This is an optimization exercise on Yosys and OpenROAD, whose aim is small area, not a production implementation. Only simulation tests tie the RTL to the original design; equivalence was not proved. Power figures rest on the tool's default switching activity, not on a simulated workload.

==> inputs of run A <==
// simple_microprocessor
module simple_microprocessor(btnC,btnU,btnL,btnR,btnD,CLK100MHZ,rst_in,sw,seg,an);
make LEC_CHECK=0 CAP_MARGIN=20 CORE_MARGIN=2 CORE_UTILIZATION=40 SLEW_MARGIN=20 finish   # period 10.0 ns
run.sh (not shown) runs the stock make flow with config.mk's settings and CLKGATE_MAP_FILE= SYNTH_SCRIPT=/design/flow/synth_recipe.tcl, a recipe that flattens the netlist after the stock synthesis.
==> run C: changes against run A <==
==> flow/config.mk (replaced) <==
export PLATFORM = sky130hd
export DESIGN_NAME = simple_microprocessor
export DESIGN_NICKNAME = simple_microprocessor
export VERILOG_FILES = /design/flow/design.v
export SDC_FILE = /design/flow/constraint.sdc
export NUM_CORES = 4
export LEC_CHECK = 0
export ABC_AREA = 1
export CAP_MARGIN = 20
export CORE_MARGIN = 2
export CORE_UTILIZATION = 60
export CTS_BUF_LIST = sky130_fd_sc_hd__clkbuf_4 sky130_fd_sc_hd__clkbuf_8
export SLEW_MARGIN = 20
==> run P: changes against run A <==
==> flow/design.v (replaced) <==
`timescale 1ns / 1ps
module seven_segment(number,segment_out);
input logic [3:0] number;
output logic [6:0] segment_out;
always_comb
begin
 case(number)
 4'b0000: segment_out = 7'b1000000;
 4'b0001: segment_out = 7'b1111001;
 4'b0010: segment_out = 7'b0100100;
 4'b0011: segment_out = 7'b0110000;
 4'b0100: segment_out = 7'b0011001;
 4'b0101: segment_out = 7'b0010010;
 4'b0110: segment_out = 7'b0000010;
 4'b0111: segment_out = 7'b1111000;
 4'b1000: segment_out = 7'b0000000;
 4'b1001: segment_out = 7'b0010000;
 4'b1010: segment_out = 7'b0001000;
 4'b1011: segment_out = 7'b0000011;
 4'b1100: segment_out = 7'b1000110;
 4'b1101: segment_out = 7'b0100001;
 4'b1110: segment_out = 7'b0000110;
 default: segment_out = 7'b1111111;
 endcase
end
endmodule
`timescale 1ns / 1ps
module seven_segment_four(segment_out,segment_enable,d4,d3,d2,d1,clk,rst);
input logic clk,rst;
input logic [3:0] d4,d3,d2,d1;
output logic [6:0] segment_out;
output logic [3:0] segment_enable;
logic [3:0] cnt;  
logic [3:0] segment_number;
seven_segment seven_segment_inst(segment_number,segment_out);
always_ff @(posedge clk or posedge rst)
begin
    if (rst)
        cnt <= 0;
    else
        cnt <= cnt + 1;
end
always_comb
begin
    case (cnt[3:2])
        2'd0: begin segment_number = d1; segment_enable = 4'b1110; end
        2'd1: begin segment_number = d2; segment_enable = 4'b1101; end
        2'd2: begin segment_number = d3; segment_enable = 4'b1011; end
        default: begin segment_number = d4; segment_enable = 4'b0111; end
    endcase
end
endmodule
`timescale 1ns / 1ps
module debouncer(button,button_out,clk,rst);
input logic button,clk,rst;
output logic button_out;
logic ff1, ff2, result, state;
logic [4:0] cnt;
logic done;
assign done = cnt[4] & cnt[2] & cnt[0];  
always_ff @(posedge clk)
begin
    state <= result;
    if (rst) begin
        ff1 <= 0;
        ff2 <= 0;
        cnt <= 0;
        result <= 0;
        button_out <= 0;
    end
    else begin
        ff1 <= button;
        ff2 <= ff1;
        if (done)
            result <= ff2;
        if (ff1 ^ ff2)
            cnt <= 0;
        else if (!done)
            cnt <= {cnt[4] ^ (&cnt[3:0]), cnt[3] ^ (&cnt[2:0]), cnt[2] ^ (&cnt[1:0]), cnt[1] ^ cnt[0], ~cnt[0]};
        button_out <= result & ~state;
    end
end
endmodule
`timescale 1ns / 1ps
module simple_microprocessor(btnC,btnU,btnL,btnR,btnD,CLK100MHZ,rst_in,sw,seg,an);
input logic btnC,btnU,btnL,btnR,btnD;
input logic rst_in;
input logic CLK100MHZ;
input logic [15:0] sw;
output logic [6:0] seg;
output logic [3:0] an;
logic clk;
assign clk = CLK100MHZ;
logic bC,bL,bR,bU,bD;
debouncer dbd1(btnC,bC,clk,rst_in);
debouncer dbd2(btnR,bR,clk,rst_in);
debouncer dbd3(btnL,bL,clk,rst_in);
debouncer dbd4(btnU,bU,clk,rst_in);
debouncer dbd5(btnD,bD,clk,rst_in);
logic rst;
assign rst = bD | rst_in;
logic [3:0] S4,S3,S1;
logic S2;
seven_segment_four disp(seg,an,S4,S3,{4{S2}},S1,clk,rst);
localparam [5:0]
    F1=6'd0, F1L=6'd1, F1A=6'd2, F1S=6'd3, F1C=6'd4, F1U=6'd5,   
    F2=6'd8, DEC=6'd9,
    L1=6'd10, L2=6'd11, L3=6'd12,
    T1=6'd13, T2=6'd14, T3=6'd15,
    A1=6'd16, A2=6'd17, A3=6'd18, A4=6'd19,
    Q1=6'd20, Q2=6'd21, P1=6'd22, P2=6'd23, N1=6'd24, N2=6'd25,
    DISP1=6'd26, DISP2=6'd27,
    SO1=6'd32, SO2=6'd33, SO3=6'd34, SO4=6'd35, SO5=6'd36, SO6=6'd37, SO7=6'd38, SO8=6'd39, SO9=6'd40;
logic [5:0] st, st_n;
logic [4:0] cnt;
logic isext, opf;
logic [2:0] ss, cl, ts, sc, tc;
logic idle;
assign idle = (st[5:3] == 3'b000);
logic [11:0] im [0:7];
logic [11:0] I;
assign I = isext ? sw[11:0] : im[0];
logic rot;
assign rot = (st == DEC) & ~isext;
always_ff @(posedge clk)
begin
    if (rst) begin
        im[0] <= 12'b111_111_111_111;
        im[1] <= 12'b010_010_000_001;
        im[2] <= 12'b011_011_000_001;
        im[3] <= 12'b110_000_000_111;
        im[4] <= 12'b100_100_000_100;
        im[5] <= 12'b110_000_000_111;
        im[6] <= 12'b101_100_000_100;
        im[7] <= 12'b110_000_000_111;
    end
    else if (rot) begin
        for (int k = 0; k < 7; k++) im[k] <= im[k+1];
        im[7] <= im[0];
    end
    else if (st == F1C)
        im[0] <= sw[11:0];
end
logic [3:0] rf [0:7];
logic [3:0] dm [0:15];
logic [3:0] A, B, Y, wd;
logic [2:0] ra1, ra2, wa;
logic we;
always_comb
begin
    if (st == SO7 || (st == DISP2 && cnt == 5'd0))
        ra1 = tc;
    else if (st == SO9)
        ra1 = tc + 3'd1;
    else if (st == F1S)
        ra1 = {tc[0], sc[2:1]};
    else
        ra1 = sc;
    if (st[5])
        ra2 = sc + 3'd1;
    else
        ra2 = cl;
    if (st == F1U)
        wa = sw[11:9];
    else if (st == F1L || st == F1A || st == SO3)
        wa = tc;
    else if (st == SO5)
        wa = tc + 3'd1;
    else if (st == SO7)
        wa = sc;
    else
        wa = sc + 3'd1;
    we = (st == F1U) || (st == F1L) || (st == F1A) || (st == SO3) || (st == SO5) || (st == SO7) || (st == SO9);
    if (st == F1U)
        wd = sw[15:12];
    else if (st == F1L)
        wd = dm[{opf, cl}];
    else
        wd = Y;
end
assign A = rf[ra1];
assign B = rf[ra2];
always_ff @(posedge clk)
begin
    if (rst) begin
        rf[0] <= 6; rf[1] <= 3; rf[2] <= 2; rf[3] <= 3;
        rf[4] <= 4; rf[5] <= 5; rf[6] <= 6; rf[7] <= 7;
    end
    else if (we)
        rf[wa] <= wd;
end
always_ff @(posedge clk)
begin
    if (rst) begin
        for (int k = 0; k < 16; k++) dm[k] <= 0;
        dm[1] <= 1;
        dm[2] <= 5;
    end
    else if (st == F1S)
        dm[{opf, cl}] <= A;
end
logic sub, mm, lt, selB;
logic [4:0] sum;
assign mm = (st == SO3) || (st == SO5);
assign sub = ~opf | st[5];
assign sum = {1'b0,A} + {1'b0,B ^ {4{sub}}} + {4'b0,sub};
assign lt = ~sum[4];
assign selB = mm & (lt ^ ((st == SO3) ^ opf));
assign Y = selB ? B : ((st[5] || st == DISP2) ? A : sum[3:0]);
logic [3:0] esum;
logic [2:0] se;
assign esum = ss + cl;
assign se = (esum == 4'd0 || esum[3]) ? 3'd7 : esum[2:0] - 3'd1;
logic pass_end, more;
logic [4:0] cnt_p;
assign pass_end = (sc == se - 3'd1);
assign cnt_p = pass_end ? cnt + 5'd1 : cnt;
assign more = (cl == 3'd0) || ({2'b00,cl} - 5'd1 > cnt_p);
always_comb
begin
    st_n = st;
    if (idle) begin
        if (bC) st_n = F1C;
        else if (bU) st_n = F1U;
        else if (bR | bL) st_n = F2;
        else st_n = F1;
    end
    else case (st)
    F2: st_n = DEC;
    DEC: case (I[11:9])
        3'b000: st_n = L1;
        3'b001: st_n = T1;
        3'b010, 3'b011: st_n = A1;
        3'b100, 3'b101: st_n = Q1;
        3'b110: st_n = P1;
        default: st_n = N1;
        endcase
    L1: st_n = L2;
    L2: st_n = L3;
    L3: st_n = F1L;
    T1: st_n = T2;
    T2: st_n = T3;
    T3: st_n = F1S;
    A1: st_n = A2;
    A2: st_n = A3;
    A3: st_n = A4;
    A4: st_n = F1A;
    Q1: st_n = Q2;
    Q2: st_n = SO1;
    P1: st_n = P2;
    P2: st_n = DISP1;
    N1: st_n = N2;
    N2: st_n = F1;
    SO1: st_n = SO2;
    SO2: st_n = SO3;
    SO3: st_n = SO4;
    SO4: st_n = SO5;
    SO5: st_n = SO6;
    SO6: st_n = SO7;
    SO7: st_n = SO8;
    SO8: st_n = SO9;
    SO9: st_n = more ? SO1 : DISP1;
    DISP1: st_n = DISP2;
    DISP2: st_n = (cnt < 5'd20) ? DISP2 : ((sc < se) ? DISP1 : F1);
    default: st_n = F1;
    endcase
end
always_ff @(posedge clk or posedge rst)
begin
    if (rst)
        st <= F1;
    else
        st <= st_n;
end
always_ff @(posedge clk or posedge rst)
begin
    if (rst) begin
        S1 <= 0; S2 <= 0; S3 <= 0; S4 <= 0;
    end
    else if (st == A4) begin
        S4 <= A; S3 <= B; S2 <= 1; S1 <= Y;
    end
    else if (st == DISP1) begin
        S4 <= {1'b0, sc}; S3 <= 4'b1111; S2 <= 1;
    end
    else if (st == DISP2)
        S1 <= Y;
end
always_ff @(posedge clk)
begin
    if (idle) begin
        cnt <= 0;
        isext <= ~bC & ~bU & bR;
    end
    case (st)
    DEC: begin
        ss <= I[5:3]; sc <= I[5:3]; cl <= I[2:0]; ts <= I[8:6];
        opf <= (I[11:9] == 3'b000) ? I[3] : I[9];
        tc <= (I[11:9] == 3'b110) ? 3'd0 : I[8:6];
    end
    L1: tc <= I[6:4];
    T1: begin cl <= I[2:0]; opf <= I[3]; end
    A2: tc <= I[8:6];
    SO9: begin
        cnt <= cnt_p;
        if (more) begin
            if (pass_end) begin sc <= ss; tc <= ts; end
            else begin sc <= sc + 3'd1; tc <= tc + 3'd1; end
        end
        else begin
            sc <= ss;
            tc <= tc + 3'd1;
        end
    end
    DISP1: cnt <= 0;
    DISP2: begin
        if (cnt < 5'd20)
            cnt <= cnt + 5'd1;
        else if (sc < se) begin
            tc <= sc;
            sc <= sc + 3'd1;
        end
    end
    default: ;
    endcase
end
endmodule
==> flow/config.mk (replaced) <==
export PLATFORM = sky130hd
export DESIGN_NAME = simple_microprocessor
export DESIGN_NICKNAME = simple_microprocessor
export VERILOG_FILES = /design/flow/design.v
export SDC_FILE = /design/flow/constraint.sdc
export NUM_CORES = 4
export LEC_CHECK = 0
export ABC_AREA = 1
export CAP_MARGIN = 20
export CORE_MARGIN = 2
export CORE_UTILIZATION = 75
export CTS_CLUSTER_DIAMETER = 100
export CTS_CLUSTER_SIZE = 30
export PLACE_DENSITY = 0.85
export SLEW_MARGIN = 20
==> summary.txt <==
- Run A passed the timing, design-rule and antenna checks. Run P produced a clean layout. Run C finished clean.
- Die area: run P < run C < run A.
- Between run C and run A, the lower setup slack is in run A (gap 1.3 ns).
- Global-route usage: run P > run C > run A.
- Against run P, the clock skew of run A is lower by 0.013 ns.
==> figures <==
| quantity | run A | run C | run P |
|---|---|---|---|
| Clock Power Share | 48.6% | 48.1% | 32.0% |
| Maximum ir drop on the vdd rail | 0.136 mV | 0.141 mV | 0.197 mV |
| First-pass GRT wire length | 58500 microns | 59900 microns | 54300 microns |
| Via Count | 11.0k | 12.5k | 12.1k |
| Depth of the worst register-to-register path | 16 | 28 | 22 |
| Routed metal-1 wirelength | 16700 microns | 16300 microns | 13600 microns |
| Global placer's final weighted congestion | 0.883 | 0.957 | 0.993 |
| Area taken by multi-input logic gates | 7610 sq um | 6590 sq um | 6050 sq um |
| Run status | no timing/DRC/antenna violations | no timing/DRC/antenna violations | no timing/DRC/antenna violations |
| Leakage | 7.39 nW | 7.98 nW | 6.44 nW |

[re-timing with driven ports]
No port has a modelled driver above. Below, the same layouts with a new extraction and two added sets of constraints.
Step 1 assumes that a clkbuf_16 drives the clock port and a buf_2 every other input.
Step 2 moves the port delays by t, midway between the first and last clock arrival at a register: inputs arrive t later, outputs are due t later. That takes back most of the time a late clock gives input paths.
Slacks: ideal ports / drivers / drivers and shift; pairs: ideal ports / drivers.
| run | t (ns) | setup WS [ns] | hold slack, ns | worst slew at a driven data input, ns |
|---|---|---|---|---|
| run A | 0.632 | 3.434 / 3.434 / 3.434 | 0.387 / 0.387 / 0.387 | 0.06 |
| run C | 0.600 | 4.741 / 4.694 / 5.036 | 0.375 / 0.375 / 0.375 | 0.04 |
| run P | 0.546 | 4.035 / 4.035 / 4.035 | 0.360 / 0.360 / 0.360 | 0.05 |
After both steps every run listed still meets setup and hold.
